What follows belongs to an exercise in optimizing a design on an open flow for small area, a short achievable clock period and few clock cycles; a production flow would make more cautious choices. In this exercise RTL edits were held to simulation tests only and were not proved equivalent to the original. Power figures rest on the tool's default switching activity, not on a simulated workload.

## flow/design.v (module list and top-level ports; edited modules follow where they fit)
// module Milestone1: 168 lines
// module csc_r: 156 lines
// module csc_g: 168 lines
// module csc_b: 139 lines
// module interp_tree: 149 lines
module Milestone1(
	 input logic Clock,
	 input logic resetn,
	 input logic start,
	 input logic  [15:0] SRAM_read_data,
	 output logic [15:0] SRAM_write_data,
	 output logic done,
	 output logic SRAM_we_n,
	 output logic [17:0] SRAM_address
);
  // ...
==> flow/flow/run.sh <==
#!/bin/bash
# The standard layout (standard.sh) with two changes:
#  - timing repair aims MARGIN ns below the clock period (SETUP_SLACK_MARGIN);
#  - after the standard synthesis, flow/polarity.py removes inverters around
#    full adders (a full adder with all inputs and outputs inverted is the
#    same full adder); registers are untouched.
set -euo pipefail
MARGIN=${MARGIN:-7}
sed -e "s/SETUP_SLACK_MARGIN=[0-9.]*/SETUP_SLACK_MARGIN=$MARGIN/" standard.sh > standard_margin.sh
grep -q "SETUP_SLACK_MARGIN=$MARGIN" standard_margin.sh
bash standard_margin.sh synth > synth.log 2>&1
RES=orfs/results/${FLOW_PLATFORM}/Milestone1/base
cp $RES/1_2_yosys.v 1_2_yosys.orig.v
python3 flow/polarity.py 1_2_yosys.orig.v $RES/1_2_yosys.v > polarity.log 2>&1
rm -f $RES/1_synth.odb $RES/1_synth.sdc
bash standard_margin.sh > layout.log 2>&1
==> flow/flow/polarity.py <==
#!/usr/bin/env python3
"""Removes inverters around full adders in a mapped sky130 netlist.

A full adder is self-dual: FA(~a, ~b, ~c) = (~sum, ~cout). Yosys' adder
extraction often leaves inverters on full-adder inputs and outputs; this
pass chooses, per full adder, whether to use it "flipped" (inverted inputs
and outputs) so that as few inverters as possible remain, then rewrites the
netlist. Registers and all other cells are untouched; the logic function of
every register input and output port is unchanged.

usage: polarity.py in.v out.v
"""
import re, sys, random

OUT_PINS = {"X", "Y", "Q", "Q_N", "SUM", "COUT", "HI", "LO"}
FA_IN = ("A", "B", "CIN")
INV = "sky130_fd_sc_hd__inv_1"

src = open(sys.argv[1]).read()
cell_re = re.compile(r"^  (sky130_fd_sc_hd__\w+) (\\\S+ |\S+) \((.*?)\n  \);\n", re.S | re.M)
pin_re = re.compile(r"\.(\w+)\(([^()]*)\)")

cells = []   # [type, name, [(pin, net)], span]
for m in cell_re.finditer(src):
    pins = [(p, n.strip()) for p, n in pin_re.findall(m.group(3))]
    cells.append([m.group(1), m.group(2), pins, m.span()])

# module ports: never rename or remove the nets they are on
hdr = src[:cells[0][3][0]]
ports = set()
for m in re.finditer(r"^\s*(input|output)\s*(\[\d+:\d+\])?\s*(\S+);", hdr, re.M):
    ports.add(m.group(3))
def is_port(net):
    return net.split("[")[0].lstrip("\\").strip() in ports or net.startswith("\\") and net[1:].split("[")[0] in ports

driver = {}
loads = {}
for i, (t, name, pins, _) in enumerate(cells):
    for p, n in pins:
        if p in OUT_PINS:
            driver[n] = (i, p)
        else:
            loads.setdefault(n, []).append((i, p))

# removable inverters: output net internal
removable = set()
for i, (t, name, pins, _) in enumerate(cells):
    if t == INV:
        d = dict(pins)
        if not is_port(d["Y"]) and d["Y"] not in ("1'h0", "1'h1"):
            removable.add(i)

def lit(net, depth=0):
    """(base net, polarity) of a net through removable inverters."""
    if net in driver and driver[net][0] in removable and depth < 50:
        a = dict(cells[driver[net][0]][2])["A"]
        b, p = lit(a, depth + 1)
        return b, p ^ 1
    return net, 0

# consumers of every base net
cons = {}          # base -> list of (cell, pin, r)
for i, (t, name, pins, _) in enumerate(cells):
    if i in removable:
        continue
    for p, n in pins:
        if p in OUT_PINS:
            continue
        b, r = lit(n)
        cons.setdefault(b, []).append((i, p, r))
# ports that are driven through an inverter chain: keep these inverters (skip)
fa = [i for i, c in enumerate(cells) if c[0] == "sky130_fd_sc_hd__fa_1" or c[0].startswith("sky130_fd_sc_hd__fa_")]
faset = set(fa)
flip = {i: 0 for i in fa}

def drv_flip(b):
    if b in driver and driver[b][0] in faset:
        return flip[driver[b][0]]
    return 0

def need_inv(b):
    d = drv_flip(b)
    for (i, p, r) in cons.get(b, []):
        rr = r ^ (flip[i] if (i in faset and p in FA_IN) else 0)
        if rr != d:
            return 1
    return 0

# nets touched by each FA
touch = {}
for i in fa:
    d = dict(cells[i][2])
    s = set()
    for p in FA_IN:
        s.add(lit(d[p])[0])
    s.add(d["SUM"]); s.add(d["COUT"])
    touch[i] = s

base_nets = set(cons.keys())
before = sum(need_inv(b) for b in base_nets)
improved = True
rounds = 0
while improved and rounds < 50:
    improved = False
    rounds += 1
    for i in fa:
        nets = touch[i]
        c0 = sum(need_inv(b) for b in nets)
        flip[i] ^= 1
        c1 = sum(need_inv(b) for b in nets)
        if c1 < c0:
            improved = True
        else:
            flip[i] ^= 1
after = sum(need_inv(b) for b in base_nets)

# rewrite
new_inv = {}    # base -> inverted net name
decls = []
k = [0]
def inv_net(b):
    if b not in new_inv:
        n = f"_polinv_{k[0]}_"
        k[0] += 1
        new_inv[b] = n
        decls.append(f"  wire {n};\n")
    return new_inv[b]

def esc(n):
    return n + " " if n.startswith("\\") else n


out_cells = {}
for i, (t, name, pins, span) in enumerate(cells):
    if i in removable:
        out_cells[i] = ""
        continue
    newpins = []
    for p, n in pins:
        if p in OUT_PINS:
            newpins.append((p, n))
            continue
        b, r = lit(n)
        rr = r ^ (flip[i] if (i in faset and p in FA_IN) else 0)
        d = drv_flip(b)
        newpins.append((p, b if rr == d else inv_net(b)))
    body = ",\n".join(f"    .{p}({esc(n)})" for p, n in newpins)
    out_cells[i] = f"  {t} {name} (\n{body}\n  );\n"

inv_cells = []
for j, (b, n) in enumerate(sorted(new_inv.items(), key=lambda x: x[1])):
    inv_cells.append(f"  {INV} _polinv_cell_{j}_ (\n    .A({esc(b)}),\n    .Y({n})\n  );\n")

res = []
pos = 0
for i, (t, name, pins, span) in enumerate(cells):
    if i == 0:
        res.append(src[pos:span[0]])
        res.extend(decls)
    else:
        res.append(src[pos:span[0]])
    res.append(out_cells[i])
    pos = span[1]
    if i == len(cells) - 1:
        res.extend(inv_cells)
res.append(src[pos:])
open(sys.argv[2], "w").write("".join(res))
print(f"full adders {len(fa)}, flipped {sum(flip.values())}; inverters: {len(removable)} removable,"
      f" needed before {before}, after {after}, written {len(new_inv)}")
==> flow/standard.sh <==
#!/bin/bash
# synth_recipe.tcl (not shown) runs the flow's synth.tcl, then flattens the netlist and writes it again
# the make line also repeats each setting of config.mk as NAME=value (left out here)
make -C /OpenROAD-flow-scripts/flow DESIGN_CONFIG=/design/flow/config.mk WORK_HOME=/design/flow/orfs CLKGATE_MAP_FILE= SYNTH_SCRIPT=/design/flow/synth_recipe.tcl "${@:-finish}"
==> flow/config.mk <==
export PLATFORM = sky130hd
export DESIGN_NAME = Milestone1
export DESIGN_NICKNAME = Milestone1
export VERILOG_FILES = /design/flow/design.v
export SDC_FILE = /design/flow/constraint.sdc
export NUM_CORES = 4
export LEC_CHECK = 0
export CAP_MARGIN = 20
export CORE_MARGIN = 2
export CORE_UTILIZATION = 60
export SETUP_SLACK_MARGIN = 5
export SLEW_MARGIN = 20
==> flow/constraint.sdc <==
create_clock -name core_clock -period 11.0 [get_ports {Clock}]
set_input_delay 2.2000 -clock core_clock [delete_from_list [all_inputs] [get_ports {Clock}]]
set_output_delay 2.2000 -clock core_clock [all_outputs]
set_load 0.01 [all_outputs]
==> out/summary.json, run 1 <==
{
  "outcome": {"value": "timing/DRC/antenna clean"},
  "critical_path_arrival": {"value": 4.43, "unit": "ns"},
  "layout_top_registers": {"value": "SRAM_address (18), waddr (18)"},
  "fin_ws": {"value": 7.01, "unit": "ns"},
  "reg2reg_depth": {"value": 15},
  "ys.warnings.count": {"value": 1},
  "endpoint": {"value": "go[8]"},
  "cts_setup_buffers": {"value": 10},
  "timing.critical_path.from": {"value": "by[5]"},
  "sequential_cell_area": {"value": 9170, "unit": "sq um"},
  "placement.io_buffers": {"value": 54},
  "p_seq": {"value": 1.57, "unit": "mW"},
  "die_height": {"value": 202, "unit": "um"},
  "area_delta_synth_final": {"value": 13.1, "unit": "%"},
  "utilization_after_layout": {"value": 0.690},
  "area_of_combinational_cells_with_multiple_inputs": {"value": 13600, "unit": "sq um"},
  "hold-path-endpoint": {"value": "uw2[4]"},
  "dp_slack": {"value": 6.60, "unit": "ns"},
  "drt-total-wl": {"value": 54500, "unit": "um"},
  "place.detailed.hpwl": {"value": 41900, "unit": "um"},
  "power.combinational.total": {"value": 1.04, "unit": "mW"},
  "non_filler_instance_count_after_layout": {"value": 2745},
  "timing_max_transition_violations_final": {"value": 0},
  "cts-root-to-sink-buffers": {"value": 3},
  "core_area": {"value": 38700, "unit": "sq um"},
  "power-per-cell-area": {"value": 148, "unit": "nW/um^2"},
  "avgViaCountPerCell": {"value": 5.61},
  "top_library_cells_by_usage_in_the_layout_fill_and_taps_aside": {"value": "241 x inv_1, 206 x ha_1, 199 x fa_1"},
  "syn-num-nets": {"value": 2549},
  "die-width": {"value": 202, "unit": "um"},
  "vias": {"value": 15400},
  "drv.max_cap_violation_count": {"value": 0},
  "clk_pin_slew_worst_paths": {"value": 0.06, "unit": "ns"},
  "detailroute.wirelength.met2": {"value": 26100, "unit": "um"},
  "cts-hold-fix-buffers": {"value": 0},
  "antenna_cells": {"value": 1},
  "power.leakage": {"value": 11.2, "unit": "nW"}
}
Testbench counts, summed over its fixed seeds: cycles 1,152,162.
==> module Milestone1, before the edit <==
module Milestone1(
	 input logic Clock,
	 input logic resetn,
	 input logic start,
	 input logic  [15:0] SRAM_read_data,
	 output logic [15:0] SRAM_write_data,
	 output logic done,
	 output logic SRAM_we_n,
	 output logic [17:0] SRAM_address
);
localparam logic [17:0] U_START   = 18'd38400;
localparam logic [17:0] V_START   = 18'd57600;
localparam logic [17:0] RGB_START = 18'd146944;
logic        run, fin;
logic        start_r;      
logic [4:0]  ph;           
logic        odd;          
logic        wr_en;        
logic [15:0] yaddr;        
logic [17:0] waddr;        
logic [7:0]  qw;           
logic [7:0]  uw0, uw1, uw2, uw3, uw4, uw5;
logic [7:0]  vw0, vw1, vw2, vw3, vw4, vw5;
logic [7:0]  ustage;
logic [15:0] vstage;
logic [15:0] yreg;
logic [7:0]  uodd, vodd;
logic [7:0] iw0, iw1, iw2, iw3, iw4, iw5;
logic [7:0] e0, e1, e2, e3, e4, e5;
logic [8:0] ip1, ip2, ip3;
logic [7:0] ia, ib;              
logic       ic;                  
logic [7:0] it_a, it_b;
logic       it_c;
logic [7:0] iout;
logic       q_first, q_second, q_156, q_157, q_158, q_last;    
wire [7:0] vnew = odd ? vstage[7:0] : vstage[15:8];
wire isel_v = ph[2];
assign iw0 = isel_v ? vw1  : uw0;
assign iw1 = isel_v ? vw2  : uw1;
assign iw2 = isel_v ? vw3  : uw2;
assign iw3 = isel_v ? vw4  : uw3;
assign iw4 = isel_v ? vw5  : uw4;
assign iw5 = isel_v ? vnew : uw5;
wire c_first  = isel_v ? q_last   : q_first;
wire c_second = isel_v ? q_first  : q_second;
wire c_157    = isel_v ? q_156    : q_157;
wire c_158    = isel_v ? q_157    : q_158;
wire c_last   = isel_v ? q_158    : q_last;
assign e0 = c_first ? iw2 : c_second ? iw1 : iw0;
assign e1 = c_first ? iw2 : iw1;
assign e2 = iw2;
assign e3 = c_last ? iw2 : iw3;
assign e4 = c_last ? iw2 : c_158 ? iw3 : iw4;
assign e5 = c_last ? iw2 : c_158 ? iw3 : c_157 ? iw4 : iw5;
always_ff @(posedge Clock) begin
	ip1 <= {1'b0, e2} + {1'b0, e3};
	ip2 <= {1'b0, e1} + {1'b0, e4};
	ip3 <= {1'b0, e0} + {1'b0, e5};
	ia  <= it_a;
	ib  <= it_b;
	ic  <= it_c;
end
interp_tree u_interp (.p1(ip1), .p2(ip2), .p3(ip3), .a(it_a), .b(it_b), .c(it_c));
assign iout = ia + ib + {7'd0, ic};
logic [7:0] ry, rv, gy, gu, gv, by, bu;
logic [8:0] gs;       
logic [11:0] r_out, g_out, b_out;    
logic [11:0] ro, go, bo;
function automatic [7:0] clip(input logic [11:0] x);
	clip = x[11] ? 8'd0 : (|x[10:8]) ? 8'd255 : x[7:0];
endfunction
always_ff @(posedge Clock) begin
	ry <= ph[0] ? yreg[7:0] : yreg[15:8];
	rv <= ph[0] ? vodd : vw2;
	gy <= ph[1] ? yreg[7:0] : yreg[15:8];
	gu <= ph[1] ? uodd : uw2;
	gv <= ph[1] ? vodd : vw2;
	gs <= ph[1] ? {1'b0, uodd} + {1'b0, vodd} : {1'b0, uw2} + {1'b0, vw2};
	by <= ph[1] ? yreg[7:0] : yreg[15:8];
	bu <= ph[1] ? uodd : uw2;
	ro <= r_out;
	go <= g_out;
	bo <= b_out;
end
csc_r u_r (.y(ry), .v(rv), .o(r_out));
csc_g u_g (.y(gy), .u(gu), .v(gv), .s(gs), .o(g_out));
csc_b u_b (.y(by), .u(bu), .o(b_out));
wire        last_pair = (yaddr == 16'd38400);
wire        y_neg     = yaddr[15] & ~wr_en;    
wire [17:0] c_addr    = {{3{y_neg}}, yaddr[15:1]} + (odd ? U_START + 18'd2 : V_START + 18'd3);
always_ff @(posedge Clock) begin
	if (ph[2]) begin
		uw0 <= uw1; uw1 <= uw2; uw2 <= uw3; uw3 <= uw4; uw4 <= uw5;
		vw0 <= vw1; vw1 <= vw2; vw2 <= vw3; vw3 <= vw4; vw4 <= vw5;
		if (!odd) begin
			uw5 <= SRAM_read_data[15:8];
			ustage <= SRAM_read_data[7:0];
			vw5 <= vstage[15:8];
		end else begin
			uw5 <= ustage;
			vw5 <= vstage[7:0];
			vstage <= SRAM_read_data;
		end
	end
	if (ph[3]) yreg <= SRAM_read_data;
	if (ph[0]) uodd <= iout;
	if (ph[4]) vodd <= iout;
	SRAM_write_data <= ph[1] ? {clip(ro), clip(go)} : ph[2] ? {clip(bo), clip(ro)} : {clip(go), clip(bo)};
end
always_ff @(posedge Clock) begin
	if (ph[4]) SRAM_address <= c_addr;
	else if (ph[0]) SRAM_address <= {2'd0, yaddr};
	else SRAM_address <= waddr;
end
always_ff @(posedge Clock or negedge resetn) begin
	if (!resetn) begin
		run   <= 1'b0;
		fin   <= 1'b0;
		done  <= 1'b0;
		start_r <= 1'b0;
		ph    <= 5'b10000;
		odd   <= 1'b0;         
		wr_en <= 1'b0;
		yaddr <= 16'hFFFB;     
		waddr <= RGB_START;
		qw    <= 8'd155;       
		q_first  <= 1'b0;
		q_second <= 1'b0;
		q_156    <= 1'b0;
		q_157    <= 1'b0;
		q_158    <= 1'b0;
		q_last   <= 1'b0;
		SRAM_we_n <= 1'b1;
	end else begin
		done <= 1'b0;
		start_r <= start;
		if ((run || (start_r && !fin)) && !(run && ph[4] && last_pair)) begin
			if (!run) run <= 1'b1;
			ph <= {ph[3:0], ph[4]};
			if (ph[4]) begin  
				odd   <= ~odd;
				yaddr <= yaddr + 16'd1;
				if (yaddr == 16'd0) wr_en <= 1'b1;
			end
			if (ph[4] || ph[0]) SRAM_we_n <= 1'b1;
			else begin  
				SRAM_we_n <= ~wr_en;
				if (wr_en) waddr <= waddr + 18'd1;
			end
			if (ph[2]) begin
				qw       <= q_last ? 8'd0 : qw + 8'd1;
				q_first  <= q_last;
				q_second <= q_first;
				q_156    <= (qw == 8'd155);
				q_157    <= q_156;
				q_158    <= q_157;
				q_last   <= q_158;
			end
		end else if (run) begin
			run  <= 1'b0;
			fin  <= 1'b1;
			done <= 1'b1;
			SRAM_we_n <= 1'b1;
		end
	end
end
endmodule
==> module csc_r, before the edit <==
module csc_r(input logic [7:0] y, input logic [7:0] v, output logic [11:0] o);
wire r_0 = y[7] ^ y[5] ^ y[3];
wire r_1 = (y[7] & y[5]) | (y[7] & y[3]) | (y[5] & y[3]);
wire r_2 = y[0] ^ v[5];
wire r_3 = y[0] & v[5];
wire r_4 = y[6] ^ y[4] ^ y[1];
wire r_5 = (y[6] & y[4]) | (y[6] & y[1]) | (y[4] & y[1]);
wire r_6 = v[6] ^ v[5];
wire r_7 = v[6] & v[5];
wire r_8 = y[7] ^ y[5] ^ y[2];
wire r_9 = (y[7] & y[5]) | (y[7] & y[2]) | (y[5] & y[2]);
wire r_10 = v[7] ^ v[6];
wire r_11 = v[7] & v[6];
wire r_12 = y[6] ^ y[3];
wire r_13 = y[6] & y[3];
wire r_14 = ~y[4] ^ v[6];
wire r_15 = ~y[4] & v[6];
wire r_16 = ~y[5] ^ v[7] ^ v[6];
wire r_17 = (~y[5] & v[7]) | (~y[5] & v[6]) | (v[7] & v[6]);
wire r_18 = v[3] ^ v[0];
wire r_19 = v[3] & v[0];
wire r_20 = ~y[6] ^ v[7] ^ v[4];
wire r_21 = (~y[6] & v[7]) | (~y[6] & v[4]) | (v[7] & v[4]);
wire r_22 = ~y[7] ^ y[0] ^ v[5];
wire r_23 = (~y[7] & y[0]) | (~y[7] & v[5]) | (y[0] & v[5]);
wire r_24 = y[2] ^ y[0];
wire r_25 = y[2] & y[0];
wire r_26 = y[3] ^ y[1] ^ v[5];
wire r_27 = (y[3] & y[1]) | (y[3] & v[5]) | (y[1] & v[5]);
wire r_28 = v[1] ^ v[0];
wire r_29 = v[1] & v[0];
wire r_30 = y[4] ^ y[2] ^ y[0];
wire r_31 = (y[4] & y[2]) | (y[4] & y[0]) | (y[2] & y[0]);
wire r_32 = v[6] ^ v[2] ^ v[1];
wire r_33 = (v[6] & v[2]) | (v[6] & v[1]) | (v[2] & v[1]);
wire r_34 = y[5] ^ y[3] ^ y[1];
wire r_35 = (y[5] & y[3]) | (y[5] & y[1]) | (y[3] & y[1]);
wire r_36 = v[7] ^ v[3] ^ v[2];
wire r_37 = (v[7] & v[3]) | (v[7] & v[2]) | (v[3] & v[2]);
wire r_38 = y[6] ^ y[4] ^ y[2];
wire r_39 = (y[6] & y[4]) | (y[6] & y[2]) | (y[4] & y[2]);
wire r_40 = v[4] ^ v[3] ^ v[0];
wire r_41 = (v[4] & v[3]) | (v[4] & v[0]) | (v[3] & v[0]);
wire r_42 = r_0 ^ r_2 ^ v[4];
wire r_43 = (r_0 & r_2) | (r_0 & v[4]) | (r_2 & v[4]);
wire r_44 = ~(v[1] ^ v[0]);
wire r_45 = v[1] | v[0];
wire r_46 = r_1 ^ r_3 ^ r_4;
wire r_47 = (r_1 & r_3) | (r_1 & r_4) | (r_3 & r_4);
wire r_48 = r_6 ^ v[2] ^ v[1];
wire r_49 = (r_6 & v[2]) | (r_6 & v[1]) | (v[2] & v[1]);
wire r_50 = r_5 ^ r_7 ^ r_8;
wire r_51 = (r_5 & r_7) | (r_5 & r_8) | (r_7 & r_8);
wire r_52 = r_10 ^ v[3] ^ v[2];
wire r_53 = (r_10 & v[3]) | (r_10 & v[2]) | (v[3] & v[2]);
wire r_54 = r_9 ^ r_11 ^ r_12;
wire r_55 = (r_9 & r_11) | (r_9 & r_12) | (r_11 & r_12);
wire r_56 = v[7] ^ v[4] ^ v[3];
wire r_57 = (v[7] & v[4]) | (v[7] & v[3]) | (v[4] & v[3]);
wire r_58 = r_13 ^ y[7] ^ y[4];
wire r_59 = (r_13 & y[7]) | (r_13 & y[4]) | (y[7] & y[4]);
wire r_60 = v[5] ^ v[4];
wire r_61 = v[5] & v[4];
wire r_62 = y[5] ^ v[6] ^ v[5];
wire r_63 = (y[5] & v[6]) | (y[5] & v[5]) | (v[6] & v[5]);
wire r_64 = ~y[0] ^ v[2];
wire r_65 = ~y[0] & v[2];
wire r_66 = ~y[1] ^ v[3];
wire r_67 = ~y[1] & v[3];
wire r_68 = ~y[2] ^ v[4] ^ v[3];
wire r_69 = (~y[2] & v[4]) | (~y[2] & v[3]) | (v[4] & v[3]);
wire r_70 = ~y[3] ^ v[5] ^ v[4];
wire r_71 = (~y[3] & v[5]) | (~y[3] & v[4]) | (v[5] & v[4]);
wire r_72 = r_14 ^ v[5] ^ v[2];
wire r_73 = (r_14 & v[5]) | (r_14 & v[2]) | (v[5] & v[2]);
wire r_74 = r_15 ^ r_16 ^ r_18;
wire r_75 = (r_15 & r_16) | (r_15 & r_18) | (r_16 & r_18);
wire r_76 = r_17 ^ r_19 ^ r_20;
wire r_77 = (r_17 & r_19) | (r_17 & r_20) | (r_19 & r_20);
wire r_78 = r_21 ^ r_22 ^ v[2];
wire r_79 = (r_21 & r_22) | (r_21 & v[2]) | (r_22 & v[2]);
wire r_80 = r_23 ^ y[1] ^ v[6];
wire r_81 = (r_23 & y[1]) | (r_23 & v[6]) | (y[1] & v[6]);
wire r_82 = r_24 ^ v[7] ^ v[4];
wire r_83 = (r_24 & v[7]) | (r_24 & v[4]) | (v[7] & v[4]);
wire r_84 = r_25 ^ r_26 ^ r_28;
wire r_85 = (r_25 & r_26) | (r_25 & r_28) | (r_26 & r_28);
wire r_86 = r_27 ^ r_29 ^ r_30;
wire r_87 = (r_27 & r_29) | (r_27 & r_30) | (r_29 & r_30);
wire r_88 = r_31 ^ r_33 ^ r_34;
wire r_89 = (r_31 & r_33) | (r_31 & r_34) | (r_33 & r_34);
wire r_90 = r_35 ^ r_37 ^ r_38;
wire r_91 = (r_35 & r_37) | (r_35 & r_38) | (r_37 & r_38);
wire r_92 = r_39 ^ r_41 ^ r_42;
wire r_93 = (r_39 & r_41) | (r_39 & r_42) | (r_41 & r_42);
wire r_94 = r_43 ^ r_45 ^ r_46;
wire r_95 = (r_43 & r_45) | (r_43 & r_46) | (r_45 & r_46);
wire r_96 = r_47 ^ r_49 ^ r_50;
wire r_97 = (r_47 & r_49) | (r_47 & r_50) | (r_49 & r_50);
wire r_98 = r_51 ^ r_53 ^ r_54;
wire r_99 = (r_51 & r_53) | (r_51 & r_54) | (r_53 & r_54);
wire r_100 = r_55 ^ r_57 ^ r_58;
wire r_101 = (r_55 & r_57) | (r_55 & r_58) | (r_57 & r_58);
wire r_102 = r_59 ^ r_61 ^ r_62;
wire r_103 = (r_59 & r_61) | (r_59 & r_62) | (r_61 & r_62);
wire r_104 = r_63 ^ y[6] ^ v[7];
wire r_105 = (r_63 & y[6]) | (r_63 & v[7]) | (y[6] & v[7]);
wire r_106 = r_64 ^ v[1];
wire r_107 = r_64 & v[1];
wire r_108 = r_65 ^ r_66 ^ v[2];
wire r_109 = (r_65 & r_66) | (r_65 & v[2]) | (r_66 & v[2]);
wire r_110 = r_67 ^ r_68 ^ v[0];
wire r_111 = (r_67 & r_68) | (r_67 & v[0]) | (r_68 & v[0]);
wire r_112 = r_69 ^ r_70 ^ v[1];
wire r_113 = (r_69 & r_70) | (r_69 & v[1]) | (r_70 & v[1]);
wire r_114 = ~(r_71 ^ r_72);
wire r_115 = r_71 | r_72;
wire r_116 = ~(r_73 ^ r_74);
wire r_117 = r_73 | r_74;
wire r_118 = r_75 ^ r_76 ^ v[1];
wire r_119 = (r_75 & r_76) | (r_75 & v[1]) | (r_76 & v[1]);
wire r_120 = ~(r_77 ^ r_78);
wire r_121 = r_77 | r_78;
wire r_122 = r_79 ^ r_80 ^ v[3];
wire r_123 = (r_79 & r_80) | (r_79 & v[3]) | (r_80 & v[3]);
wire r_124 = r_81 ^ r_82 ^ v[0];
wire r_125 = (r_81 & r_82) | (r_81 & v[0]) | (r_82 & v[0]);
wire r_126 = ~(r_83 ^ r_84);
wire r_127 = r_83 | r_84;
wire r_128 = r_85 ^ r_86 ^ r_32;
wire r_129 = (r_85 & r_86) | (r_85 & r_32) | (r_86 & r_32);
wire r_130 = r_87 ^ r_88 ^ r_36;
wire r_131 = (r_87 & r_88) | (r_87 & r_36) | (r_88 & r_36);
wire r_132 = r_89 ^ r_90 ^ r_40;
wire r_133 = (r_89 & r_90) | (r_89 & r_40) | (r_90 & r_40);
wire r_134 = r_91 ^ r_92 ^ r_44;
wire r_135 = (r_91 & r_92) | (r_91 & r_44) | (r_92 & r_44);
wire r_136 = r_93 ^ r_94 ^ r_48;
wire r_137 = (r_93 & r_94) | (r_93 & r_48) | (r_94 & r_48);
wire r_138 = r_95 ^ r_96 ^ r_52;
wire r_139 = (r_95 & r_96) | (r_95 & r_52) | (r_96 & r_52);
wire r_140 = r_97 ^ r_98 ^ r_56;
wire r_141 = (r_97 & r_98) | (r_97 & r_56) | (r_98 & r_56);
wire r_142 = r_99 ^ r_100 ^ r_60;
wire r_143 = (r_99 & r_100) | (r_99 & r_60) | (r_100 & r_60);
wire r_144 = ~(r_101 ^ r_102);
wire r_145 = r_101 | r_102;
wire r_146 = r_103 ^ r_104 ^ v[6];
wire r_147 = (r_103 & r_104) | (r_103 & v[6]) | (r_104 & v[6]);
wire r_148 = r_105 ^ y[7] ^ v[7];
wire r_149 = (r_105 & y[7]) | (r_105 & v[7]) | (y[7] & v[7]);
wire [27:0] r_a = {1'b1, 1'b1, 1'b1, r_149, r_147, r_145, r_143, r_141, r_139, r_137, r_135, r_133, r_131, r_129, r_127, r_125, r_123, r_121, r_119, r_117, r_115, r_113, r_111, r_109, r_107, r_106, v[1], v[0]};
wire [27:0] r_b = {1'b0, 1'b0, 1'b0, 1'b1, r_148, r_146, r_144, r_142, r_140, r_138, r_136, r_134, r_132, r_130, r_128, r_126, r_124, r_122, r_120, r_118, r_116, r_114, r_112, r_110, r_108, 1'b1, v[0], 1'b0};
wire [27:0] r_s = r_a + r_b;
assign o = r_s[27:16];
endmodule
==> module csc_g, before the edit <==
module csc_g(input logic [7:0] y, input logic [7:0] u, input logic [7:0] v, input logic [8:0] s, output logic [11:0] o);
wire g_0 = y[4] ^ y[2];
wire g_1 = y[4] & y[2];
wire g_2 = y[5] ^ y[3] ^ y[1];
wire g_3 = (y[5] & y[3]) | (y[5] & y[1]) | (y[3] & y[1]);
wire g_4 = y[6] ^ y[4] ^ y[2];
wire g_5 = (y[6] & y[4]) | (y[6] & y[2]) | (y[4] & y[2]);
wire g_6 = ~u[5] ^ u[2];
wire g_7 = ~u[5] & u[2];
wire g_8 = y[7] ^ y[5] ^ y[3];
wire g_9 = (y[7] & y[5]) | (y[7] & y[3]) | (y[5] & y[3]);
wire g_10 = y[0] ^ ~u[6] ^ u[3];
wire g_11 = (y[0] & ~u[6]) | (y[0] & u[3]) | (~u[6] & u[3]);
wire g_12 = ~v[4] ^ ~v[2];
wire g_13 = ~v[4] & ~v[2];
wire g_14 = y[6] ^ y[4] ^ y[1];
wire g_15 = (y[6] & y[4]) | (y[6] & y[1]) | (y[4] & y[1]);
wire g_16 = ~u[7] ^ u[4] ^ ~v[5];
wire g_17 = (~u[7] & u[4]) | (~u[7] & ~v[5]) | (u[4] & ~v[5]);
wire g_18 = ~v[3] ^ ~s[2];
wire g_19 = ~v[3] & ~s[2];
wire g_20 = y[7] ^ y[5] ^ y[2];
wire g_21 = (y[7] & y[5]) | (y[7] & y[2]) | (y[5] & y[2]);
wire g_22 = u[5] ^ ~v[6] ^ ~v[4];
wire g_23 = (u[5] & ~v[6]) | (u[5] & ~v[4]) | (~v[6] & ~v[4]);
wire g_24 = ~~s[3];
wire g_25 = y[6] ^ y[3] ^ u[6];
wire g_26 = (y[6] & y[3]) | (y[6] & u[6]) | (y[3] & u[6]);
wire g_27 = ~v[7] ^ ~v[5];
wire g_28 = ~v[7] & ~v[5];
wire g_29 = y[7] ^ y[4] ^ u[7];
wire g_30 = (y[7] & y[4]) | (y[7] & u[7]) | (y[4] & u[7]);
wire g_31 = ~y[3] ^ u[2];
wire g_32 = ~y[3] & u[2];
wire g_33 = ~y[4] ^ u[3] ^ ~v[6];
wire g_34 = (~y[4] & u[3]) | (~y[4] & ~v[6]) | (u[3] & ~v[6]);
wire g_35 = ~y[5] ^ u[4] ^ ~v[7];
wire g_36 = (~y[5] & u[4]) | (~y[5] & ~v[7]) | (u[4] & ~v[7]);
wire g_37 = ~y[6] ^ u[5];
wire g_38 = ~y[6] & u[5];
wire g_39 = ~y[7] ^ y[0] ^ u[6];
wire g_40 = (~y[7] & y[0]) | (~y[7] & u[6]) | (y[0] & u[6]);
wire g_41 = y[1] ^ u[7];
wire g_42 = y[1] & u[7];
wire g_43 = y[2] ^ y[0] ^ ~u[1];
wire g_44 = (y[2] & y[0]) | (y[2] & ~u[1]) | (y[0] & ~u[1]);
wire g_45 = y[3] ^ y[1] ^ ~u[2];
wire g_46 = (y[3] & y[1]) | (y[3] & ~u[2]) | (y[1] & ~u[2]);
wire g_47 = g_0 ^ y[0] ^ ~u[3];
wire g_48 = (g_0 & y[0]) | (g_0 & ~u[3]) | (y[0] & ~u[3]);
wire g_49 = u[0] ^ ~v[1];
wire g_50 = u[0] & ~v[1];
wire g_51 = g_1 ^ g_2 ^ ~u[4];
wire g_52 = (g_1 & g_2) | (g_1 & ~u[4]) | (g_2 & ~u[4]);
wire g_53 = u[1] ^ ~v[2] ^ ~v[0];
wire g_54 = (u[1] & ~v[2]) | (u[1] & ~v[0]) | (~v[2] & ~v[0]);
wire g_55 = g_3 ^ g_4 ^ g_6;
wire g_56 = (g_3 & g_4) | (g_3 & g_6) | (g_4 & g_6);
wire g_57 = ~v[3] ^ ~v[1] ^ ~s[0];
wire g_58 = (~v[3] & ~v[1]) | (~v[3] & ~s[0]) | (~v[1] & ~s[0]);
wire g_59 = g_5 ^ g_7 ^ g_8;
wire g_60 = (g_5 & g_7) | (g_5 & g_8) | (g_7 & g_8);
wire g_61 = g_10 ^ g_12 ^ ~s[1];
wire g_62 = (g_10 & g_12) | (g_10 & ~s[1]) | (g_12 & ~s[1]);
wire g_63 = g_9 ^ g_11 ^ g_13;
wire g_64 = (g_9 & g_11) | (g_9 & g_13) | (g_11 & g_13);
wire g_65 = g_14 ^ g_16 ^ g_18;
wire g_66 = (g_14 & g_16) | (g_14 & g_18) | (g_16 & g_18);
wire g_67 = g_15 ^ g_17 ^ g_19;
wire g_68 = (g_15 & g_17) | (g_15 & g_19) | (g_17 & g_19);
wire g_69 = g_20 ^ g_22 ^ g_24;
wire g_70 = (g_20 & g_22) | (g_20 & g_24) | (g_22 & g_24);
wire g_71 = g_21 ^ g_23 ^ ~s[3];
wire g_72 = (g_21 & g_23) | (g_21 & ~s[3]) | (g_23 & ~s[3]);
wire g_73 = g_25 ^ g_27 ^ ~s[4];
wire g_74 = (g_25 & g_27) | (g_25 & ~s[4]) | (g_27 & ~s[4]);
wire g_75 = g_26 ^ g_28 ^ g_29;
wire g_76 = (g_26 & g_28) | (g_26 & g_29) | (g_28 & g_29);
wire g_77 = ~(~v[6] ^ ~s[5]);
wire g_78 = ~v[6] | ~s[5];
wire g_79 = g_30 ^ y[5] ^ ~v[7];
wire g_80 = (g_30 & y[5]) | (g_30 & ~v[7]) | (y[5] & ~v[7]);
wire g_81 = ~~s[6];
wire g_82 = g_31 ^ ~v[5];
wire g_83 = g_31 & ~v[5];
wire g_84 = g_32 ^ g_33 ^ ~s[1];
wire g_85 = (g_32 & g_33) | (g_32 & ~s[1]) | (g_33 & ~s[1]);
wire g_86 = g_34 ^ g_35 ^ ~s[2];
wire g_87 = (g_34 & g_35) | (g_34 & ~s[2]) | (g_35 & ~s[2]);
wire g_88 = g_36 ^ g_37 ^ ~s[3];
wire g_89 = (g_36 & g_37) | (g_36 & ~s[3]) | (g_37 & ~s[3]);
wire g_90 = g_38 ^ g_39 ^ ~s[4];
wire g_91 = (g_38 & g_39) | (g_38 & ~s[4]) | (g_39 & ~s[4]);
wire g_92 = g_40 ^ g_41 ^ ~u[0];
wire g_93 = (g_40 & g_41) | (g_40 & ~u[0]) | (g_41 & ~u[0]);
wire g_94 = g_42 ^ g_43 ^ ~s[6];
wire g_95 = (g_42 & g_43) | (g_42 & ~s[6]) | (g_43 & ~s[6]);
wire g_96 = g_44 ^ g_45 ^ ~v[0];
wire g_97 = (g_44 & g_45) | (g_44 & ~v[0]) | (g_45 & ~v[0]);
wire g_98 = g_46 ^ g_47 ^ g_49;
wire g_99 = (g_46 & g_47) | (g_46 & g_49) | (g_47 & g_49);
wire g_100 = g_48 ^ g_50 ^ g_51;
wire g_101 = (g_48 & g_50) | (g_48 & g_51) | (g_50 & g_51);
wire g_102 = g_52 ^ g_54 ^ g_55;
wire g_103 = (g_52 & g_54) | (g_52 & g_55) | (g_54 & g_55);
wire g_104 = g_56 ^ g_58 ^ g_59;
wire g_105 = (g_56 & g_58) | (g_56 & g_59) | (g_58 & g_59);
wire g_106 = g_60 ^ g_62 ^ g_63;
wire g_107 = (g_60 & g_62) | (g_60 & g_63) | (g_62 & g_63);
wire g_108 = g_64 ^ g_66 ^ g_67;
wire g_109 = (g_64 & g_66) | (g_64 & g_67) | (g_66 & g_67);
wire g_110 = g_68 ^ g_70 ^ g_71;
wire g_111 = (g_68 & g_70) | (g_68 & g_71) | (g_70 & g_71);
wire g_112 = g_72 ^ g_74 ^ g_75;
wire g_113 = (g_72 & g_74) | (g_72 & g_75) | (g_74 & g_75);
wire g_114 = g_76 ^ g_78 ^ g_79;
wire g_115 = (g_76 & g_78) | (g_76 & g_79) | (g_78 & g_79);
wire g_116 = g_80 ^ ~s[6] ^ y[6];
wire g_117 = (g_80 & ~s[6]) | (g_80 & y[6]) | (~s[6] & y[6]);
wire g_118 = ~y[0] ^ ~v[2];
wire g_119 = ~y[0] & ~v[2];
wire g_120 = ~y[1] ^ u[0] ^ ~v[3];
wire g_121 = (~y[1] & u[0]) | (~y[1] & ~v[3]) | (u[0] & ~v[3]);
wire g_122 = ~y[2] ^ u[1] ^ ~v[4];
wire g_123 = (~y[2] & u[1]) | (~y[2] & ~v[4]) | (u[1] & ~v[4]);
wire g_124 = ~(g_82 ^ ~s[0]);
wire g_125 = g_82 | ~s[0];
wire g_126 = ~(g_83 ^ g_84);
wire g_127 = g_83 | g_84;
wire g_128 = ~(g_85 ^ g_86);
wire g_129 = g_85 | g_86;
wire g_130 = ~(g_87 ^ g_88);
wire g_131 = g_87 | g_88;
wire g_132 = ~(g_89 ^ g_90);
wire g_133 = g_89 | g_90;
wire g_134 = g_91 ^ g_92 ^ ~s[5];
wire g_135 = (g_91 & g_92) | (g_91 & ~s[5]) | (g_92 & ~s[5]);
wire g_136 = ~(g_93 ^ g_94);
wire g_137 = g_93 | g_94;
wire g_138 = g_95 ^ g_96 ^ ~s[7];
wire g_139 = (g_95 & g_96) | (g_95 & ~s[7]) | (g_96 & ~s[7]);
wire g_140 = g_97 ^ g_98 ^ ~s[8];
wire g_141 = (g_97 & g_98) | (g_97 & ~s[8]) | (g_98 & ~s[8]);
wire g_142 = g_99 ^ g_100 ^ g_53;
wire g_143 = (g_99 & g_100) | (g_99 & g_53) | (g_100 & g_53);
wire g_144 = g_101 ^ g_102 ^ g_57;
wire g_145 = (g_101 & g_102) | (g_101 & g_57) | (g_102 & g_57);
wire g_146 = g_103 ^ g_104 ^ g_61;
wire g_147 = (g_103 & g_104) | (g_103 & g_61) | (g_104 & g_61);
wire g_148 = g_105 ^ g_106 ^ g_65;
wire g_149 = (g_105 & g_106) | (g_105 & g_65) | (g_106 & g_65);
wire g_150 = g_107 ^ g_108 ^ g_69;
wire g_151 = (g_107 & g_108) | (g_107 & g_69) | (g_108 & g_69);
wire g_152 = g_109 ^ g_110 ^ g_73;
wire g_153 = (g_109 & g_110) | (g_109 & g_73) | (g_110 & g_73);
wire g_154 = g_111 ^ g_112 ^ g_77;
wire g_155 = (g_111 & g_112) | (g_111 & g_77) | (g_112 & g_77);
wire g_156 = g_113 ^ g_114 ^ g_81;
wire g_157 = (g_113 & g_114) | (g_113 & g_81) | (g_114 & g_81);
wire g_158 = g_115 ^ g_116 ^ ~s[7];
wire g_159 = (g_115 & g_116) | (g_115 & ~s[7]) | (g_116 & ~s[7]);
wire g_160 = g_117 ^ y[7] ^ ~s[8];
wire g_161 = (g_117 & y[7]) | (g_117 & ~s[8]) | (y[7] & ~s[8]);
wire [27:0] g_a = {1'b1, 1'b1, 1'b1, g_161, g_159, g_157, g_155, g_153, g_151, g_149, g_147, g_145, g_143, g_141, g_139, g_137, g_135, g_133, g_131, g_129, g_127, g_125, g_123, g_121, g_119, g_118, ~v[1], ~v[0]};
wire [27:0] g_b = {1'b0, 1'b0, 1'b0, 1'b1, g_160, g_158, g_156, g_154, g_152, g_150, g_148, g_146, g_144, g_142, g_140, g_138, g_136, g_134, g_132, g_130, g_128, g_126, g_124, g_122, g_120, 1'b1, 1'b0, 1'b1};
wire [27:0] g_s = g_a + g_b;
assign o = g_s[27:16];
endmodule
==> module csc_b, before the edit <==
module csc_b(input logic [7:0] y, input logic [7:0] u, output logic [11:0] o);
wire b_0 = ~y[4] ^ ~u[6];
wire b_1 = ~y[4] & ~u[6];
wire b_2 = ~y[5] ^ ~u[7] ^ ~u[5];
wire b_3 = (~y[5] & ~u[7]) | (~y[5] & ~u[5]) | (~u[7] & ~u[5]);
wire b_4 = u[2] ^ u[0];
wire b_5 = u[2] & u[0];
wire b_6 = ~y[6] ^ ~u[6] ^ u[3];
wire b_7 = (~y[6] & ~u[6]) | (~y[6] & u[3]) | (~u[6] & u[3]);
wire b_8 = ~u[1];
wire b_9 = ~y[7] ^ y[0] ^ ~u[7];
wire b_10 = (~y[7] & y[0]) | (~y[7] & ~u[7]) | (y[0] & ~u[7]);
wire b_11 = u[4] ^ u[2];
wire b_12 = u[4] & u[2];
wire b_13 = y[1] ^ u[5] ^ u[3];
wire b_14 = (y[1] & u[5]) | (y[1] & u[3]) | (u[5] & u[3]);
wire b_15 = y[2] ^ y[0] ^ u[6];
wire b_16 = (y[2] & y[0]) | (y[2] & u[6]) | (y[0] & u[6]);
wire b_17 = u[4] ^ u[1];
wire b_18 = u[4] & u[1];
wire b_19 = y[3] ^ y[1] ^ u[7];
wire b_20 = (y[3] & y[1]) | (y[3] & u[7]) | (y[1] & u[7]);
wire b_21 = u[5] ^ u[2];
wire b_22 = u[5] & u[2];
wire b_23 = y[4] ^ y[2] ^ y[0];
wire b_24 = (y[4] & y[2]) | (y[4] & y[0]) | (y[2] & y[0]);
wire b_25 = u[6] ^ u[3];
wire b_26 = u[6] & u[3];
wire b_27 = y[5] ^ y[3] ^ y[1];
wire b_28 = (y[5] & y[3]) | (y[5] & y[1]) | (y[3] & y[1]);
wire b_29 = u[7] ^ u[4];
wire b_30 = u[7] & u[4];
wire b_31 = y[6] ^ y[4] ^ y[2];
wire b_32 = (y[6] & y[4]) | (y[6] & y[2]) | (y[4] & y[2]);
wire b_33 = y[7] ^ y[5] ^ y[3];
wire b_34 = (y[7] & y[5]) | (y[7] & y[3]) | (y[5] & y[3]);
wire b_35 = y[0] ^ u[6];
wire b_36 = y[0] & u[6];
wire b_37 = y[6] ^ y[4] ^ y[1];
wire b_38 = (y[6] & y[4]) | (y[6] & y[1]) | (y[4] & y[1]);
wire b_39 = ~(u[7] ^ u[0]);
wire b_40 = u[7] | u[0];
wire b_41 = y[7] ^ y[5] ^ y[2];
wire b_42 = (y[7] & y[5]) | (y[7] & y[2]) | (y[5] & y[2]);
wire b_43 = y[6] ^ y[3];
wire b_44 = y[6] & y[3];
wire b_45 = ~y[1] ^ ~u[3];
wire b_46 = ~y[1] & ~u[3];
wire b_47 = ~y[2] ^ ~u[4];
wire b_48 = ~y[2] & ~u[4];
wire b_49 = ~y[3] ^ ~u[5] ^ ~u[3];
wire b_50 = (~y[3] & ~u[5]) | (~y[3] & ~u[3]) | (~u[5] & ~u[3]);
wire b_51 = b_0 ^ ~u[4] ^ u[1];
wire b_52 = (b_0 & ~u[4]) | (b_0 & u[1]) | (~u[4] & u[1]);
wire b_53 = b_1 ^ b_2 ^ b_4;
wire b_54 = (b_1 & b_2) | (b_1 & b_4) | (b_2 & b_4);
wire b_55 = b_3 ^ b_5 ^ b_6;
wire b_56 = (b_3 & b_5) | (b_3 & b_6) | (b_5 & b_6);
wire b_57 = b_7 ^ u[1] ^ b_9;
wire b_58 = (b_7 & u[1]) | (b_7 & b_9) | (u[1] & b_9);
wire b_59 = b_10 ^ b_12 ^ b_13;
wire b_60 = (b_10 & b_12) | (b_10 & b_13) | (b_12 & b_13);
wire b_61 = b_14 ^ b_15 ^ b_17;
wire b_62 = (b_14 & b_15) | (b_14 & b_17) | (b_15 & b_17);
wire b_63 = b_16 ^ b_18 ^ b_19;
wire b_64 = (b_16 & b_18) | (b_16 & b_19) | (b_18 & b_19);
wire b_65 = b_20 ^ b_22 ^ b_23;
wire b_66 = (b_20 & b_22) | (b_20 & b_23) | (b_22 & b_23);
wire b_67 = b_24 ^ b_26 ^ b_27;
wire b_68 = (b_24 & b_26) | (b_24 & b_27) | (b_26 & b_27);
wire b_69 = b_28 ^ b_30 ^ b_31;
wire b_70 = (b_28 & b_30) | (b_28 & b_31) | (b_30 & b_31);
wire b_71 = b_32 ^ b_33 ^ b_35;
wire b_72 = (b_32 & b_33) | (b_32 & b_35) | (b_33 & b_35);
wire b_73 = b_34 ^ b_36 ^ b_37;
wire b_74 = (b_34 & b_36) | (b_34 & b_37) | (b_36 & b_37);
wire b_75 = b_38 ^ b_40 ^ b_41;
wire b_76 = (b_38 & b_40) | (b_38 & b_41) | (b_40 & b_41);
wire b_77 = b_42 ^ b_43 ^ u[2];
wire b_78 = (b_42 & b_43) | (b_42 & u[2]) | (b_43 & u[2]);
wire b_79 = b_44 ^ y[7] ^ y[4];
wire b_80 = (b_44 & y[7]) | (b_44 & y[4]) | (y[7] & y[4]);
wire b_81 = y[5] ^ u[4];
wire b_82 = y[5] & u[4];
wire b_83 = y[6] ^ u[5];
wire b_84 = y[6] & u[5];
wire b_85 = y[7] ^ u[6];
wire b_86 = y[7] & u[6];
wire b_87 = ~y[0] ^ ~u[2];
wire b_88 = ~y[0] & ~u[2];
wire b_89 = ~(b_45 ^ ~u[1]);
wire b_90 = b_45 | ~u[1];
wire b_91 = b_46 ^ b_47 ^ ~u[2];
wire b_92 = (b_46 & b_47) | (b_46 & ~u[2]) | (b_47 & ~u[2]);
wire b_93 = b_48 ^ b_49 ^ u[0];
wire b_94 = (b_48 & b_49) | (b_48 & u[0]) | (b_49 & u[0]);
wire b_95 = ~(b_50 ^ b_51);
wire b_96 = b_50 | b_51;
wire b_97 = ~(b_52 ^ b_53);
wire b_98 = b_52 | b_53;
wire b_99 = b_54 ^ b_55 ^ b_8;
wire b_100 = (b_54 & b_55) | (b_54 & b_8) | (b_55 & b_8);
wire b_101 = b_56 ^ b_57 ^ b_11;
wire b_102 = (b_56 & b_57) | (b_56 & b_11) | (b_57 & b_11);
wire b_103 = b_58 ^ b_59 ^ u[0];
wire b_104 = (b_58 & b_59) | (b_58 & u[0]) | (b_59 & u[0]);
wire b_105 = ~(b_60 ^ b_61);
wire b_106 = b_60 | b_61;
wire b_107 = b_62 ^ b_63 ^ b_21;
wire b_108 = (b_62 & b_63) | (b_62 & b_21) | (b_63 & b_21);
wire b_109 = b_64 ^ b_65 ^ b_25;
wire b_110 = (b_64 & b_65) | (b_64 & b_25) | (b_65 & b_25);
wire b_111 = b_66 ^ b_67 ^ b_29;
wire b_112 = (b_66 & b_67) | (b_66 & b_29) | (b_67 & b_29);
wire b_113 = b_68 ^ b_69 ^ u[5];
wire b_114 = (b_68 & b_69) | (b_68 & u[5]) | (b_69 & u[5]);
wire b_115 = ~(b_70 ^ b_71);
wire b_116 = b_70 | b_71;
wire b_117 = b_72 ^ b_73 ^ b_39;
wire b_118 = (b_72 & b_73) | (b_72 & b_39) | (b_73 & b_39);
wire b_119 = b_74 ^ b_75 ^ u[1];
wire b_120 = (b_74 & b_75) | (b_74 & u[1]) | (b_75 & u[1]);
wire b_121 = ~(b_76 ^ b_77);
wire b_122 = b_76 | b_77;
wire b_123 = b_78 ^ b_79 ^ u[3];
wire b_124 = (b_78 & b_79) | (b_78 & u[3]) | (b_79 & u[3]);
wire b_125 = ~(b_80 ^ b_81);
wire b_126 = b_80 | b_81;
wire b_127 = ~(b_82 ^ b_83);
wire b_128 = b_82 | b_83;
wire b_129 = ~(b_84 ^ b_85);
wire b_130 = b_84 | b_85;
wire b_131 = b_86 ^ u[7];
wire b_132 = b_86 & u[7];
wire [27:0] b_a = {1'b1, 1'b1, b_132, b_130, b_128, b_126, b_124, b_122, b_120, b_118, b_116, b_114, b_112, b_110, b_108, b_106, b_104, b_102, b_100, b_98, b_96, b_94, b_92, b_90, b_88, b_87, ~u[1], ~u[0]};
wire [27:0] b_b = {1'b0, 1'b0, 1'b1, b_131, b_129, b_127, b_125, b_123, b_121, b_119, b_117, b_115, b_113, b_111, b_109, b_107, b_105, b_103, b_101, b_99, b_97, b_95, b_93, b_91, b_89, ~u[0], 1'b0, 1'b1};
wire [27:0] b_s = b_a + b_b;
assign o = b_s[27:16];
endmodule
==> run 2: changes to the inputs <==
--- a/flow/design.v
+++ b/flow/design.v
@@ -229,9 +229,9 @@
 assign iw4 = isel_v ? vw5  : uw4;
 assign iw5 = isel_v ? vnew : uw5;
-wire c_first  = isel_v ? q_last   : q_first;
-wire c_second = isel_v ? q_first  : q_second;
-wire c_157    = isel_v ? q_156    : q_157;
-wire c_158    = isel_v ? q_157    : q_158;
-wire c_last   = isel_v ? q_158    : q_last;
+wire c_first  = q_first;
+wire c_second = q_second;
+wire c_157    = q_157;
+wire c_158    = q_158;
+wire c_last   = q_last;
 assign e0 = c_first ? iw2 : c_second ? iw1 : iw0;
 assign e1 = c_first ? iw2 : iw1;
@@ -252,7 +252,9 @@
 logic [7:0] ry, rv, gy, gu, gv, by, bu;
 logic [8:0] gs;       
-logic [11:0] r_out, g_out, b_out;    
-logic [11:0] ro, go, bo;
-function automatic [7:0] clip(input logic [11:0] x);
+logic [24:0] r_out, g_out, b_out;
+logic [24:0] ro, go, bo;
+function automatic [7:0] clip(input logic [24:0] t);
+	logic [11:0] x;
+	x = t[24:13] + t[12:1] + {11'd0, t[0]};
 	clip = x[11] ? 8'd0 : (|x[10:8]) ? 8'd255 : x[7:0];
 endfunction
@@ -335,5 +337,5 @@
 				if (wr_en) waddr <= waddr + 18'd1;
 			end
-			if (ph[2]) begin
+			if (ph[1]) begin
 				qw       <= q_last ? 8'd0 : qw + 8'd1;
 				q_first  <= q_last;
@@ -353,5 +355,5 @@
 end
 endmodule
-module csc_r(input logic [7:0] y, input logic [7:0] v, output logic [11:0] o);
+module csc_r(input logic [7:0] y, input logic [7:0] v, output logic [24:0] o);
 wire r_0 = y[7] ^ y[5] ^ y[3];
 wire r_1 = (y[7] & y[5]) | (y[7] & y[3]) | (y[5] & y[3]);
@@ -506,8 +508,8 @@
 wire [27:0] r_a = {1'b1, 1'b1, 1'b1, r_149, r_147, r_145, r_143, r_141, r_139, r_137, r_135, r_133, r_131, r_129, r_127, r_125, r_123, r_121, r_119, r_117, r_115, r_113, r_111, r_109, r_107, r_106, v[1], v[0]};
 wire [27:0] r_b = {1'b0, 1'b0, 1'b0, 1'b1, r_148, r_146, r_144, r_142, r_140, r_138, r_136, r_134, r_132, r_130, r_128, r_126, r_124, r_122, r_120, r_118, r_116, r_114, r_112, r_110, r_108, 1'b1, v[0], 1'b0};
-wire [27:0] r_s = r_a + r_b;
-assign o = r_s[27:16];
+wire [16:0] r_lo = {1'b0, r_a[15:0]} + {1'b0, r_b[15:0]};
+assign o = {r_a[27:16], r_b[27:16], r_lo[16]};
 endmodule
-module csc_g(input logic [7:0] y, input logic [7:0] u, input logic [7:0] v, input logic [8:0] s, output logic [11:0] o);
+module csc_g(input logic [7:0] y, input logic [7:0] u, input logic [7:0] v, input logic [8:0] s, output logic [24:0] o);
 wire g_0 = y[4] ^ y[2];
 wire g_1 = y[4] & y[2];
@@ -674,8 +676,8 @@
 wire [27:0] g_a = {1'b1, 1'b1, 1'b1, g_161, g_159, g_157, g_155, g_153, g_151, g_149, g_147, g_145, g_143, g_141, g_139, g_137, g_135, g_133, g_131, g_129, g_127, g_125, g_123, g_121, g_119, g_118, ~v[1], ~v[0]};
 wire [27:0] g_b = {1'b0, 1'b0, 1'b0, 1'b1, g_160, g_158, g_156, g_154, g_152, g_150, g_148, g_146, g_144, g_142, g_140, g_138, g_136, g_134, g_132, g_130, g_128, g_126, g_124, g_122, g_120, 1'b1, 1'b0, 1'b1};
-wire [27:0] g_s = g_a + g_b;
-assign o = g_s[27:16];
+wire [16:0] g_lo = {1'b0, g_a[15:0]} + {1'b0, g_b[15:0]};
+assign o = {g_a[27:16], g_b[27:16], g_lo[16]};
 endmodule
-module csc_b(input logic [7:0] y, input logic [7:0] u, output logic [11:0] o);
+module csc_b(input logic [7:0] y, input logic [7:0] u, output logic [24:0] o);
 wire b_0 = ~y[4] ^ ~u[6];
 wire b_1 = ~y[4] & ~u[6];
@@ -813,6 +815,6 @@
 wire [27:0] b_a = {1'b1, 1'b1, b_132, b_130, b_128, b_126, b_124, b_122, b_120, b_118, b_116, b_114, b_112, b_110, b_108, b_106, b_104, b_102, b_100, b_98, b_96, b_94, b_92, b_90, b_88, b_87, ~u[1], ~u[0]};
 wire [27:0] b_b = {1'b0, 1'b0, 1'b1, b_131, b_129, b_127, b_125, b_123, b_121, b_119, b_117, b_115, b_113, b_111, b_109, b_107, b_105, b_103, b_101, b_99, b_97, b_95, b_93, b_91, b_89, ~u[0], 1'b0, 1'b1};
-wire [27:0] b_s = b_a + b_b;
-assign o = b_s[27:16];
+wire [16:0] b_lo = {1'b0, b_a[15:0]} + {1'b0, b_b[15:0]};
+assign o = {b_a[27:16], b_b[27:16], b_lo[16]};
 endmodule
 module interp_tree(input logic [8:0] p1, input logic [8:0] p2, input logic [8:0] p3,
--- a/flow/flow/run.sh
+++ b/flow/flow/run.sh
@@ -6,5 +6,5 @@
 #    same full adder); registers are untouched.
 set -euo pipefail
-MARGIN=${MARGIN:-7}
+MARGIN=${MARGIN:-7.3}
 sed -e "s/SETUP_SLACK_MARGIN=[0-9.]*/SETUP_SLACK_MARGIN=$MARGIN/" standard.sh > standard_margin.sh
 grep -q "SETUP_SLACK_MARGIN=$MARGIN" standard_margin.sh
--- a/flow/flow/polarity.py
+++ b/flow/flow/polarity.py
@@ -99,18 +99,34 @@
 base_nets = set(cons.keys())
 before = sum(need_inv(b) for b in base_nets)
-improved = True
-rounds = 0
-while improved and rounds < 50:
-    improved = False
-    rounds += 1
-    for i in fa:
-        nets = touch[i]
-        c0 = sum(need_inv(b) for b in nets)
+def greedy():
+    improved = True
+    rounds = 0
+    while improved and rounds < 50:
+        improved = False
+        rounds += 1
+        for i in fa:
+            nets = touch[i]
+            c0 = sum(need_inv(b) for b in nets)
+            flip[i] ^= 1
+            c1 = sum(need_inv(b) for b in nets)
+            if c1 < c0:
+                improved = True
+            else:
+                flip[i] ^= 1
+
+# greedy descent, then random perturbations (kept when not worse)
+greedy()
+cur = sum(need_inv(b) for b in base_nets)
+rng = random.Random(1)
+for it in range(300):
+    saved = dict(flip)
+    for i in rng.sample(fa, min(len(fa), 4)):
         flip[i] ^= 1
-        c1 = sum(need_inv(b) for b in nets)
-        if c1 < c0:
-            improved = True
-        else:
-            flip[i] ^= 1
+    greedy()
+    c = sum(need_inv(b) for b in base_nets)
+    if c <= cur:
+        cur = c
+    else:
+        flip.clear(); flip.update(saved)
 after = sum(need_inv(b) for b in base_nets)
 
==> out/summary.json, run 2 <==
{
  "number_of_antenna_violations_at_the_first_check_in_global_routing": {"value": 0},
  "die-width": {"value": 202, "unit": "um", "change": "-0.33%"},
  "final_common_cell": {"value": "inv_1"},
  "grt_setup_unrepaired": {"value": "yes"},
  "worst-r2r-setup-slack": {"value": 7.41, "unit": "ns"},
  "power-per-cell-area": {"value": 110, "unit": "nW/um^2", "change": "-26%"},
  "count_of_tritonroute_iterations_in_the_first_routing_pass": {"value": 7},
  "grt.overflow.total": {"value": 0},
  "maximum_number_of_pins_on_one_net_before_global_route_repair": {"value": 67},
  "worst_pin_slew": {"value": 0.805, "unit": "ns"},
  "cts_tree": {"value": "done"},
  "syn_area": {"value": 23500, "unit": "sq um"},
  "clock_latency_on_the_worst_skew_pair": {"value": 0.57, "unit": "ns"},
  "cts-root-to-sink-buffers": {"value": 3, "change": "unchanged"},
  "worst-setup-path-type": {"value": "register to primary output"},
  "hp-class": {"value": "register to register"},
  "min_path_cells": {"value": 0},
  "drt.antenna.violating_nets": {"value": 0},
  "worst_hold_start": {"value": "uw4[5]"},
  "clock_tree_sinks": {"value": 387},
  "timing.critical_path.slowest_stage_cell": {"value": "clkdlybuf4s50_1"},
  "timing.rr.start": {"value": "ph[2]"},
  "reg_with_most_ffs": {"value": "bo"},
  "syn_avg_cell_area": {"value": 12.0, "unit": "sq um"},
  "grt_pass1_wl": {"value": 83500, "unit": "um"},
  "critical_path_arrival": {"value": 1.47, "unit": "ns", "change": "-2.96 ns"},
  "worstReg2RegEnd": {"value": "ip3[8]"},
  "die_area": {"value": 40700, "unit": "sq um"},
  "finalCritPeriodShare": {"value": 0.334},
  "ys.warnings.count": {"value": 1, "change": "unchanged"},
  "routabilityCongestion": {"value": 0.937},
  "final.setup.tns": {"value": 0, "unit": "ns"},
  "top_library_cells_by_usage_in_the_layout_fill_and_taps_aside": {"value": "230 x inv_1, 216 x fa_1, 214 x ha_1"},
  "first_global_vias": {"value": 15200},
  "drt_iter0_drc": {"value": 897},
  "cts_root_buffer": {"value": "clkbuf_16"},
  "timing.final.hold_violations": {"value": 0},
  "avgViaCountPerCell": {"value": 5.65, "change": "+0.73%"},
  "placement.io_buffers": {"value": 54, "change": "unchanged"},
  "final_critical_period": {"value": 3.67, "unit": "ns"},
  "placed_cells": {"value": 2495},
  "netlist_instances": {"value": 1960},
  "finalNetCount": {"value": 2476},
  "drt-total-wl": {"value": 51800, "unit": "um", "change": "-5.0%"},
  "timing_max_transition_violations_final": {"value": 0, "change": "unchanged"},
  "worstPathRequired": {"value": 8.80, "unit": "ns"},
  "core_area": {"value": 38600, "unit": "sq um", "change": "-0.23%"},
  "antenna_cells": {"value": 0, "change": "-1"},
  "critical_path.startpoint_type": {"value": "register"},
  "crit_fanout": {"value": 1},
  "critical_path.max_stage_delay": {"value": 0.55, "unit": "ns"},
  "gr-usage-all-layers": {"value": 0.266},
  "finalSetupViolations": {"value": 0},
  "io_pins": {"value": 55},
  "drv.max_cap_violation_count": {"value": 0, "change": "unchanged"},
  "crit_path_cell_trace": {"value": "clkdlybuf4s50_1"},
  "initial_core_utilization": {"value": 0.607},
  "achievable-frequency": {"value": 272, "unit": "MHz"},
  "critPathBufInv": {"value": 1},
  "non_filler_instance_count_after_layout": {"value": 2579, "change": "-6.0%"},
  "place.detailed.hpwl": {"value": 41000, "unit": "um", "change": "-2.1%"},
  "num-fill-cells": {"value": 2955},
  "die_height": {"value": 202, "unit": "um", "change": "-0.33%"},
  "reg2reg_depth": {"value": 15, "change": "unchanged"},
  "vdd.ir_drop.worst": {"value": 130, "unit": "uV"},
  "layout-drive-gt1-share": {"value": 0.107},
  "htree_num_levels": {"value": 2},
  "number_of_buffers_created_by_cts": {"value": 42},
  "hold-path-endpoint": {"value": "uw3[5]"},
  "largest_register_ff_count": {"value": 20},
  "clk_pin_slew_worst_paths": {"value": 0.06, "unit": "ns", "change": "about the same"},
  "crit_family": {"value": "buffers and inverters"},
  "syn-num-nets": {"value": 2409, "change": "-5.5%"},
  "area_delta_synth_final": {"value": 10.6, "unit": "%"},
  "post-route-drc-count": {"value": 0},
  "power.leakage": {"value": 10.9, "unit": "nW", "change": "-2.8%"},
  "max-slew-margin-rel": {"value": 0.464},
  "routed_wire_length_per_instance": {"value": 20.1, "unit": "um"},
  "rows": {"value": 72},
  "outcome": {"value": "timing/DRC/antenna clean"},
  "vias": {"value": 14600, "change": "-5.4%"},
  "critPathCaptureType": {"value": "primary output"},
  "timing.clock.skew": {"value": 0.0155, "unit": "ns"}
}
## run 2: cell types whose count changed in the layout (fill, tap and decap cells not counted), sizes merged, moves of 11 or more
cell / before / now
nor3: 33 / 22
mux2i: 46 / 28
buf: 50 / 15
inv: 248 / 233
o21ai: 105 / 133
dfxtp: 161 / 183
xor2: 34 / 21
nor2: 160 / 64
nand2: 109 / 121
a21oi: 124 / 70
mux4: 0 / 12
## run 2: layout make-up
| class | count | area [sq um] | share of cell area |
|---|---|---|---|
| Clock buffer | 59 | 1190 | 0.0459 |
| Timing Repair Buffer | 68 | 687 | 0.0265 |
| Multi-Input combinational cell | 1296 | 12900 | 0.496 |
| Tap cell | 518 | 648 | 0.0250 |
| Clock inverter | 19 | 154 | 0.00593 |
| Inverter | 232 | 872 | 0.0336 |
| Sequential cell | 387 | 9540 | 0.367 |
## run 2: per-stage QoR
step / hold WS (ns) / utilization / instance area [sq um] / worst slack (ns) / total power [mW]
final: 0.444 / 0.672 / 26000 / 7.33 / 2.86
after detailed placement: 0.431 / 0.634 / 24500 / 6.77 / 1.53
after CTS: 0.443 / 0.670 / 25900 / 7.23 / 2.89
after floorplan: 0.414 / - / 23500 / 7.31 / 1.51
after global routing: 0.455 / 0.672 / 26000 / 7.19 / 2.95
after global placement: 0.424 / 0.634 / 24500 / 6.99 / 1.53
## run 2: report_power, final
part	switching, mW	internal, mW
clock	0.575	0.787
sequential	0.000148	1.48
combinational	0.00963	0.00679
## run 2: how the worst max path moves through the flow
| stage | from | end | slack [ns] | cells past startpoint |
|---|---|---|---|---|
| after CTS | ph[2] | ip3[8] | 7.23 | 15 |
| final | SRAM_write_data[6] | SRAM_write_data[6] | 7.33 | 1 |
| after detailed placement | ph[2] | ip3[8] | 6.77 | 14 |
| after global routing | ph[2] | ip3[8] | 7.19 | 15 |
| after floorplan | ph[2] | ip2[8] | 7.31 | 16 |
| after global placement | ph[2] | ip2[8] | 6.99 | 16 |
## run 2: per-layer routing
layer	wire length [um]	track usage	part of all wire	vias up
li1	-	-	-	6855
met1	22900	0.364	0.44	7268
met2	25000	0.441	0.48	350
met3	2130	0.0324	0.041	91
met4	1770	0.0959	0.034	0
met5	0	0	0	-
## run 2: what timing repair did
item / in CTS / in global routing
hold buffers: 0 / 0
setup buffers: 1 / 5
gates cloned: 0 / 0
resized for setup: 6 / 11
setup endpoints to repair: 14 / 9
Testbench counts of run 2, summed over its fixed seeds: cycles 1,152,162.

[static timing again, ports no longer ideal]
Ports are ideal in the flow. The routed layouts listed here were re-timed in OpenROAD. Step 1 (the two cells are an assumption about what drives the block):
set clk [get_ports {Clock}]
set_driving_cell -lib_cell sky130_fd_sc_hd__clkbuf_16 $clk
set_driving_cell -lib_cell sky130_fd_sc_hd__buf_2 [delete_from_list [all_inputs] $clk]
Step 2 adds t to the input delays and takes it off the output delays; t is the mean of the earliest and latest rising clock arrival at the registers after step 1. Input paths then give back, and output paths get back, about the clock's delay inside the block. Three values: ideal, step 1, step 2; two values: the first two.
| run | t, ns | setup WS [ns] | latest minus earliest clock arrival (ns) | worst register clock-pin slew, ns | worst data-port slew with drivers (ns) |
|---|---|---|---|---|---|
| run 1 | 0.624 | 7.011 / 7.011 / 7.011 | 0.028 / 0.028 | 0.06 / 0.06 | 0.07 |
| run 2 | 0.613 | 7.327 / 7.276 / 7.409 | 0.017 / 0.017 | 0.06 / 0.06 | 0.09 |
After both steps setup and hold are still met in every run listed.
